This is an optimization exercise on Yosys and OpenROAD, whose aim is small area, a short achievable clock period and few clock cycles per item, not a production implementation.
In this exercise RTL edits were held to simulation tests only and were not proved equivalent to the original.

## systolic_array
module systolic_array #(
    parameter DATAWIDTH = 16,
    parameter N_SIZE = 4
) (
    input clk, rst_n,
    input valid_in,
    input [N_SIZE*DATAWIDTH-1:0] matrix_a_in,  
    input [N_SIZE*DATAWIDTH-1:0] matrix_b_in,  
    output reg valid_out,
    output [N_SIZE*DATAWIDTH*2-1:0] matrix_out  
);
For scale: ~4,100 cells after synthesis, roughly 260 I/O pins, about 50,000 µm² of cells after synthesis.
clock: 10.0 ns
lec_check: 0
cap_margin: 20
core_margin: 2
core_utilization: 40
slew_margin: 20
standard.sh (not shown) runs the stock make flow with config.mk's settings and CLKGATE_MAP_FILE= SYNTH_SCRIPT=/design/flow/synth_recipe.tcl, a recipe that flattens the netlist after the stock synthesis.
==> flow/flow/run.sh <==
#!/bin/bash
# Layout flow: the standard ORFS flow (standard.sh) with three changes:
#  - after the standard synthesis, flow/fixpol.py removes most of the inverters that
#    Yosys' full-adder extraction leaves between full adders (each full adder may be used
#    in its inverted form, since FA(~a,~b,~c) = ~FA(a,b,c)); registers are not touched;
#  - the repair steps aim for a larger setup slack margin, so that the paths end well
#    below the 10 ns clock period; the SDC and the period are the standard flow's own;
#  - port buffers are buf_2, and the clock tree uses larger sink clusters.
set -euo pipefail
R=orfs/results/sky130hd/systolic_array/base
ARGS="SETUP_SLACK_MARGIN=6.7 CORE_UTILIZATION=65 CTS_CLUSTER_SIZE=30 CTS_CLUSTER_DIAMETER=60"
bash standard.sh synth > standard_synth.log 2>&1
cp $R/1_2_yosys.v $R/1_2_yosys.standard.v
python3 flow/fixpol.py $R/1_2_yosys.standard.v $R/1_2_yosys.v > fixpol.log 2>&1
bash standard.sh $ARGS BUFFER_PORTS_ARGS='-buffer_cell sky130_fd_sc_hd__buf_2' CTS_ARGS='-sink_clustering_enable -repair_clock_nets -sink_clustering_size 15 -sink_clustering_max_diameter 60 -sink_clustering_buffer sky130_fd_sc_hd__clkbuf_8' finish > standard_flow.log 2>&1
Other scripts of this flow, unchanged in this note and not shown: flow/flow/fixpol.py
The starting point produced a clean layout.
Testbench counts at the start, summed over its fixed seeds: cycles 14,592, matrices 768.
Next try:
--- a/flow/flow/run.sh
+++ b/flow/flow/run.sh
@@ -9,7 +9,7 @@
 set -euo pipefail
 R=orfs/results/sky130hd/systolic_array/base
-ARGS="SETUP_SLACK_MARGIN=6.7 CORE_UTILIZATION=65 CTS_CLUSTER_SIZE=30 CTS_CLUSTER_DIAMETER=60"
+ARGS="SETUP_SLACK_MARGIN=6.6 CORE_UTILIZATION=75 CTS_CLUSTER_SIZE=30 CTS_CLUSTER_DIAMETER=60"
 bash standard.sh synth > standard_synth.log 2>&1
 cp $R/1_2_yosys.v $R/1_2_yosys.standard.v
 python3 flow/fixpol.py $R/1_2_yosys.standard.v $R/1_2_yosys.v > fixpol.log 2>&1
-bash standard.sh $ARGS BUFFER_PORTS_ARGS='-buffer_cell sky130_fd_sc_hd__buf_2' CTS_ARGS='-sink_clustering_enable -repair_clock_nets -sink_clustering_size 15 -sink_clustering_max_diameter 60 -sink_clustering_buffer sky130_fd_sc_hd__clkbuf_8' finish > standard_flow.log 2>&1
+bash standard.sh $ARGS BUFFER_PORTS_ARGS='-buffer_cell sky130_fd_sc_hd__buf_2' finish > standard_flow.log 2>&1
- The changed run produced a clean layout
- final area came out lower slightly
- worst setup slack loses 0.16 ns
- wire length came out lower slightly
- final cell count came out lower by a few percent
- clock-buffer cell count came out lower by 25
- hold slack gains 0.0090 ns
- die area came out lower by roughly a tenth
- fmax came out lower by a few percent
Next try:
--- a/flow/flow/run.sh
+++ b/flow/flow/run.sh
@@ -9,7 +9,7 @@
 set -euo pipefail
 R=orfs/results/sky130hd/systolic_array/base
-ARGS="SETUP_SLACK_MARGIN=6.6 CORE_UTILIZATION=75 CTS_CLUSTER_SIZE=30 CTS_CLUSTER_DIAMETER=60"
+ARGS="SETUP_SLACK_MARGIN=6.7 CORE_UTILIZATION=65 CTS_CLUSTER_SIZE=30 CTS_CLUSTER_DIAMETER=60"
 bash standard.sh synth > standard_synth.log 2>&1
 cp $R/1_2_yosys.v $R/1_2_yosys.standard.v
 python3 flow/fixpol.py $R/1_2_yosys.standard.v $R/1_2_yosys.v > fixpol.log 2>&1
-bash standard.sh $ARGS BUFFER_PORTS_ARGS='-buffer_cell sky130_fd_sc_hd__buf_2' finish > standard_flow.log 2>&1
+bash standard.sh $ARGS BUFFER_PORTS_ARGS='-buffer_cell sky130_fd_sc_hd__buf_2' CTS_ARGS='-sink_clustering_enable -repair_clock_nets -sink_clustering_size 20 -sink_clustering_max_diameter 50 -sink_clustering_buffer sky130_fd_sc_hd__clkbuf_8' finish > standard_flow.log 2>&1
Non-clock buffer count went up by 42. Die area grows by about 15%. Final cell count rose by about 5.4%. First-iteration DRC count drops by 13%. Worst hold slack got worse by 0.0095 ns. Clock skew barely changes. Routed wire length increases by 1.6%.
Next try:
--- a/flow/flow/run.sh
+++ b/flow/flow/run.sh
@@ -9,7 +9,7 @@
 set -euo pipefail
 R=orfs/results/sky130hd/systolic_array/base
-ARGS="SETUP_SLACK_MARGIN=6.7 CORE_UTILIZATION=65 CTS_CLUSTER_SIZE=30 CTS_CLUSTER_DIAMETER=60"
+ARGS="GPL_TIMING_DRIVEN=0 SETUP_SLACK_MARGIN=6.7 CORE_UTILIZATION=65 CTS_CLUSTER_SIZE=30 CTS_CLUSTER_DIAMETER=60"
 bash standard.sh synth > standard_synth.log 2>&1
 cp $R/1_2_yosys.v $R/1_2_yosys.standard.v
 python3 flow/fixpol.py $R/1_2_yosys.standard.v $R/1_2_yosys.v > fixpol.log 2>&1
-bash standard.sh $ARGS BUFFER_PORTS_ARGS='-buffer_cell sky130_fd_sc_hd__buf_2' CTS_ARGS='-sink_clustering_enable -repair_clock_nets -sink_clustering_size 20 -sink_clustering_max_diameter 50 -sink_clustering_buffer sky130_fd_sc_hd__clkbuf_8' finish > standard_flow.log 2>&1
+bash standard.sh $ARGS BUFFER_PORTS_ARGS='-buffer_cell sky130_fd_sc_hd__buf_2' finish > standard_flow.log 2>&1
Effect:
- worst setup slack got worse by 0.34 ns
- flip-flop and latch count is unchanged
- routed wire length is higher by a quarter to a third
- count of clock-buffer cells in the layout went down by 54
- design area goes up by a few percent
- cell count went up by a few percent
- hold slack is better by 0.014 ns
- sequential share of layout area came out lower by 2.1 points
Next try:
--- a/flow/flow/run.sh
+++ b/flow/flow/run.sh
@@ -9,7 +9,7 @@
 set -euo pipefail
 R=orfs/results/sky130hd/systolic_array/base
-ARGS="GPL_TIMING_DRIVEN=0 SETUP_SLACK_MARGIN=6.7 CORE_UTILIZATION=65 CTS_CLUSTER_SIZE=30 CTS_CLUSTER_DIAMETER=60"
+ARGS="SETUP_SLACK_MARGIN=6.7 CORE_UTILIZATION=65 CTS_CLUSTER_SIZE=30 CTS_CLUSTER_DIAMETER=60"
 bash standard.sh synth > standard_synth.log 2>&1
 cp $R/1_2_yosys.v $R/1_2_yosys.standard.v
 python3 flow/fixpol.py $R/1_2_yosys.standard.v $R/1_2_yosys.v > fixpol.log 2>&1
-bash standard.sh $ARGS BUFFER_PORTS_ARGS='-buffer_cell sky130_fd_sc_hd__buf_2' finish > standard_flow.log 2>&1
+bash standard.sh $ARGS BUFFER_PORTS_ARGS='-buffer_cell sky130_fd_sc_hd__buf_1' finish > standard_flow.log 2>&1
Effect: The changed run produced a clean layout. Synthesized area stays the same. Hold slack degrades by 0.0062 ns. Cell count went down by 4.8%. Worst setup slack improves by 0.21 ns. Flip-flop and latch count does not change. Die area does not change.
Next try:
--- a/flow/flow/run.sh
+++ b/flow/flow/run.sh
@@ -9,7 +9,7 @@
 set -euo pipefail
 R=orfs/results/sky130hd/systolic_array/base
-ARGS="SETUP_SLACK_MARGIN=6.7 CORE_UTILIZATION=65 CTS_CLUSTER_SIZE=30 CTS_CLUSTER_DIAMETER=60"
+ARGS="SLEW_MARGIN=70 SETUP_SLACK_MARGIN=6.6 CORE_UTILIZATION=65 CTS_CLUSTER_SIZE=30 CTS_CLUSTER_DIAMETER=60"
 bash standard.sh synth > standard_synth.log 2>&1
 cp $R/1_2_yosys.v $R/1_2_yosys.standard.v
 python3 flow/fixpol.py $R/1_2_yosys.standard.v $R/1_2_yosys.v > fixpol.log 2>&1
-bash standard.sh $ARGS BUFFER_PORTS_ARGS='-buffer_cell sky130_fd_sc_hd__buf_1' finish > standard_flow.log 2>&1
+bash standard.sh $ARGS BUFFER_PORTS_ARGS='-buffer_cell sky130_fd_sc_hd__buf_2' finish > standard_flow.log 2>&1
=> The new run completed without violations; sequential cell count is unchanged; global-route usage came out lower by 1.3 points; die area does not change; routed wire length falls by 6.6%; critical path depth is lower by 1; via count decreases by about 2.3%; sequential share of layout area stays flat.

========
rev 12:
systolic_array, a different RTL version from the one above (not shown whole).
For scale: roughly 260 I/O pins, roughly 50000 sq um of cells after synthesis.
clock: 10.0 ns
lec_check: 0
cap_margin: 20
core_margin: 2
core_utilization: 40
slew_margin: 20
==> flow/flow/run.sh <==
#!/bin/bash
# Layout flow: the standard ORFS flow (standard.sh) with three changes:
#  - after the standard synthesis, flow/fixpol.py removes most of the inverters that
#    Yosys' full-adder extraction leaves between full adders (each full adder may be used
#    in its inverted form, since FA(~a,~b,~c) = ~FA(a,b,c)); registers are not touched;
#  - the repair steps aim for a larger setup slack margin, so that the paths end well
#    below the 10 ns clock period; the SDC and the period are the standard flow's own;
#  - port buffers are buf_2, and the clock tree uses larger sink clusters.
set -euo pipefail
R=orfs/results/sky130hd/systolic_array/base
ARGS="SETUP_SLACK_MARGIN=6.65 CORE_UTILIZATION=65 CTS_CLUSTER_SIZE=30 CTS_CLUSTER_DIAMETER=60"
bash standard.sh synth > standard_synth.log 2>&1
cp $R/1_2_yosys.v $R/1_2_yosys.standard.v
python3 flow/fixpol.py $R/1_2_yosys.standard.v $R/1_2_yosys.v > fixpol.log 2>&1
bash standard.sh $ARGS BUFFER_PORTS_ARGS='-buffer_cell sky130_fd_sc_hd__buf_2' CTS_ARGS='-sink_clustering_enable -repair_clock_nets -sink_clustering_size 15 -sink_clustering_max_diameter 60 -sink_clustering_buffer sky130_fd_sc_hd__clkbuf_8' finish > standard_flow.log 2>&1
Other scripts of this flow, unchanged in this note and not shown: flow/flow/fixpol.py
Testbench counts of rev 12, summed over its fixed seeds: cycles 14,592, matrices 768.
Modified inputs, rev 13 compared to rev 12
-- flow/flow/run.sh --
<<< rev 12, line 11
ARGS="SETUP_SLACK_MARGIN=6.65 CORE_UTILIZATION=65 CTS_CLUSTER_SIZE=30 CTS_CLUSTER_DIAMETER=60"
>>> rev 13, line 11
ARGS="SETUP_SLACK_MARGIN=6.6 CORE_UTILIZATION=65 CTS_CLUSTER_SIZE=30 CTS_CLUSTER_DIAMETER=60"
==> comparison <==
- Rev 13 vs. rev 12: number of antenna diodes increased by 4 relative to the old numbers; relative slew slack rose by 1.1 points; synthesized cell area roughly the same; design area shows a reduction of about 0.8%.
- Iteration count of the initial detailed-routing pass: rev 13 and rev 12 compared, lower one is rev 13
- On slack of the critical path, rev 13 tracks rev 12 almost exactly.
- Of rev 13 and rev 12, the run reporting the higher global-route wire length before repair was rev 12.

========
Setup of job 1526:
systolic_array, a different RTL version from the one above (not shown whole).
Size: roughly 4500 cells after synthesis, roughly 260 I/O pins, roughly 0.052 mm² of cells after synthesis.
==> flow/config.mk <==
export PLATFORM = sky130hd
export DESIGN_NAME = systolic_array
export DESIGN_NICKNAME = systolic_array
export VERILOG_FILES = /design/flow/design.v
export SDC_FILE = /design/flow/constraint.sdc
export NUM_CORES = 8
export LEC_CHECK = 0
export CAP_MARGIN = 20
export CORE_MARGIN = 2
export CORE_UTILIZATION = 40
export SLEW_MARGIN = 20
==> flow/constraint.sdc <==
create_clock -name core_clock -period 10.0 [get_ports {clk}]
set_input_delay 2.0000 -clock core_clock [delete_from_list [all_inputs] [get_ports {clk}]]
set_output_delay 2.0000 -clock core_clock [all_outputs]
set_load 0.01 [all_outputs]
==> flow/flow/run.sh <==
#!/bin/bash
# Layout flow: the standard ORFS flow (standard.sh) with three changes:
#  - after the standard synthesis, flow/fixpol.py removes most of the inverters that
#    Yosys' full-adder extraction leaves between full adders (each full adder may be used
#    in its inverted form, since FA(~a,~b,~c) = ~FA(a,b,c)); registers are not touched;
#  - the repair steps aim for a larger setup slack margin, so that the paths end well
#    below the 10 ns clock period; the SDC and the period are the standard flow's own;
#  - port buffers are buf_2, and the clock tree uses larger sink clusters.
set -euo pipefail
R=orfs/results/sky130hd/systolic_array/base
ARGS="SETUP_SLACK_MARGIN=6.6 CORE_UTILIZATION=65 CTS_CLUSTER_SIZE=30 CTS_CLUSTER_DIAMETER=60"
bash standard.sh synth > standard_synth.log 2>&1
cp $R/1_2_yosys.v $R/1_2_yosys.standard.v
python3 flow/fixpol.py $R/1_2_yosys.standard.v $R/1_2_yosys.v > fixpol.log 2>&1
bash standard.sh $ARGS BUFFER_PORTS_ARGS='-buffer_cell sky130_fd_sc_hd__buf_2' finish > standard_flow.log 2>&1
Other scripts of this flow, unchanged in this note and not shown: flow/flow/fixpol.py
Testbench counts of job 1526, summed over its fixed seeds: cycles 14,592, matrices 768.
### job 1526 -> job 8493
diff --git a/flow/flow/run.sh b/flow/flow/run.sh
--- a/flow/flow/run.sh
+++ b/flow/flow/run.sh
@@ -13,3 +13,3 @@
 cp $R/1_2_yosys.v $R/1_2_yosys.standard.v
 python3 flow/fixpol.py $R/1_2_yosys.standard.v $R/1_2_yosys.v > fixpol.log 2>&1
-bash standard.sh $ARGS BUFFER_PORTS_ARGS='-buffer_cell sky130_fd_sc_hd__buf_2' finish > standard_flow.log 2>&1
+bash standard.sh $ARGS BUFFER_PORTS_ARGS='-buffer_cell sky130_fd_sc_hd__buf_2' CTS_BUF_LIST='sky130_fd_sc_hd__clkbuf_8 sky130_fd_sc_hd__clkbuf_16' finish > standard_flow.log 2>&1
==> comparison <==
There was hardly any difference in post-route cell area between job 8493 and job 1526. On data-path buffer share of cell area in the final layout, job 1526 tracks job 8493 almost exactly. Job 8493 against job 1526: register-to-register slack has remained practically unchanged; utilization after layout has remained practically unchanged; number of clock buffers in the layout has decreased. Job 8493 against job 1526: share of cell area taken by flip-flops and latches saw little to no change, part of the cycle the worst path needs about even, minimum period implied by the final worst setup slack ~0 delta, fmax stayed essentially flat. Diff job 1526..job 8493 | logic depth of the worst setup path including buffers | unchanged.
The following lists how job 498 was set up differently from job 8493:
diff --git a/flow/flow/run.sh b/flow/flow/run.sh
--- a/flow/flow/run.sh
+++ b/flow/flow/run.sh
@@ -13,3 +13,3 @@
 cp $R/1_2_yosys.v $R/1_2_yosys.standard.v
 python3 flow/fixpol.py $R/1_2_yosys.standard.v $R/1_2_yosys.v > fixpol.log 2>&1
-bash standard.sh $ARGS BUFFER_PORTS_ARGS='-buffer_cell sky130_fd_sc_hd__buf_2' CTS_BUF_LIST='sky130_fd_sc_hd__clkbuf_8 sky130_fd_sc_hd__clkbuf_16' finish > standard_flow.log 2>&1
+bash standard.sh $ARGS BUFFER_PORTS_ARGS='-buffer_cell sky130_fd_sc_hd__buf_2' PRE_RESIZE_TCL=$PWD/flow/pre_resize.tcl finish > standard_flow.log 2>&1
==> flow/flow/pre_resize.tcl (new file) <==
set_max_fanout 20 [current_design]
--- outcome ---
Going from job 8493 to job 498, final standard cell area without fillers increased by about 5% relative to the old numbers; time the final worst path needs with I/O delays and setup increased by 0.067 ns relative to the old numbers. Number of vias per cell of job 498 exceeds that of job 8493 slightly.

## separate check: timing with driven ports
No port has a modelled driver above. Below, the same layouts with a new extraction and two added sets of constraints. Step 1 sets driving cells, clkbuf_16 on the clock port and buf_2 on the other inputs (assumed; they add their load-dependent delay and slew). Step 2 adds t to the input delays and takes it off the output delays; t is the mean of the earliest and latest rising clock arrival at the registers after step 1. Input paths then give back, and output paths get back, about the clock's delay inside the block. a / b / c = ideal ports / drivers / drivers and shift; a / b = the first two.
run | shift t [ns] | setup slack, ns | clock arrival spread, ns
the first run of note 1 | 0.707 | 6.655 / 6.655 / 6.655 | 0.037 / 0.038
the second run of note 1 | 0.732 | 6.499 / 6.499 / 6.499 | 0.041 / 0.041
the third run of note 1 | 0.720 | 6.684 / 6.684 / 6.684 | 0.039 / 0.040
the fourth run of note 1 | 0.744 | 6.344 / 6.344 / 6.344 | 0.070 / 0.071
the fifth run of note 1 | 0.718 | 6.557 / 6.557 / 6.557 | 0.045 / 0.045
the sixth run of note 1 | 0.764 | 6.641 / 6.641 / 6.641 | 0.030 / 0.030
rev 12 | 0.697 | 6.652 / 6.652 / 6.652 | 0.039 / 0.039
rev 13 | 0.712 | 6.654 / 6.654 / 6.654 | 0.060 / 0.059
job 1526 | 0.706 | 6.655 / 6.655 / 6.507 | 0.047 / 0.047
job 8493 | 0.707 | 6.653 / 6.653 / 6.508 | 0.048 / 0.047
job 498 | 0.708 | 6.586 / 6.586 / 6.499 | 0.051 / 0.051
After both steps setup and hold are still met in every run listed. The setup slack of job 1526, which loses most, moves by 0.000 ns with the drivers and by -0.148 ns with both steps.
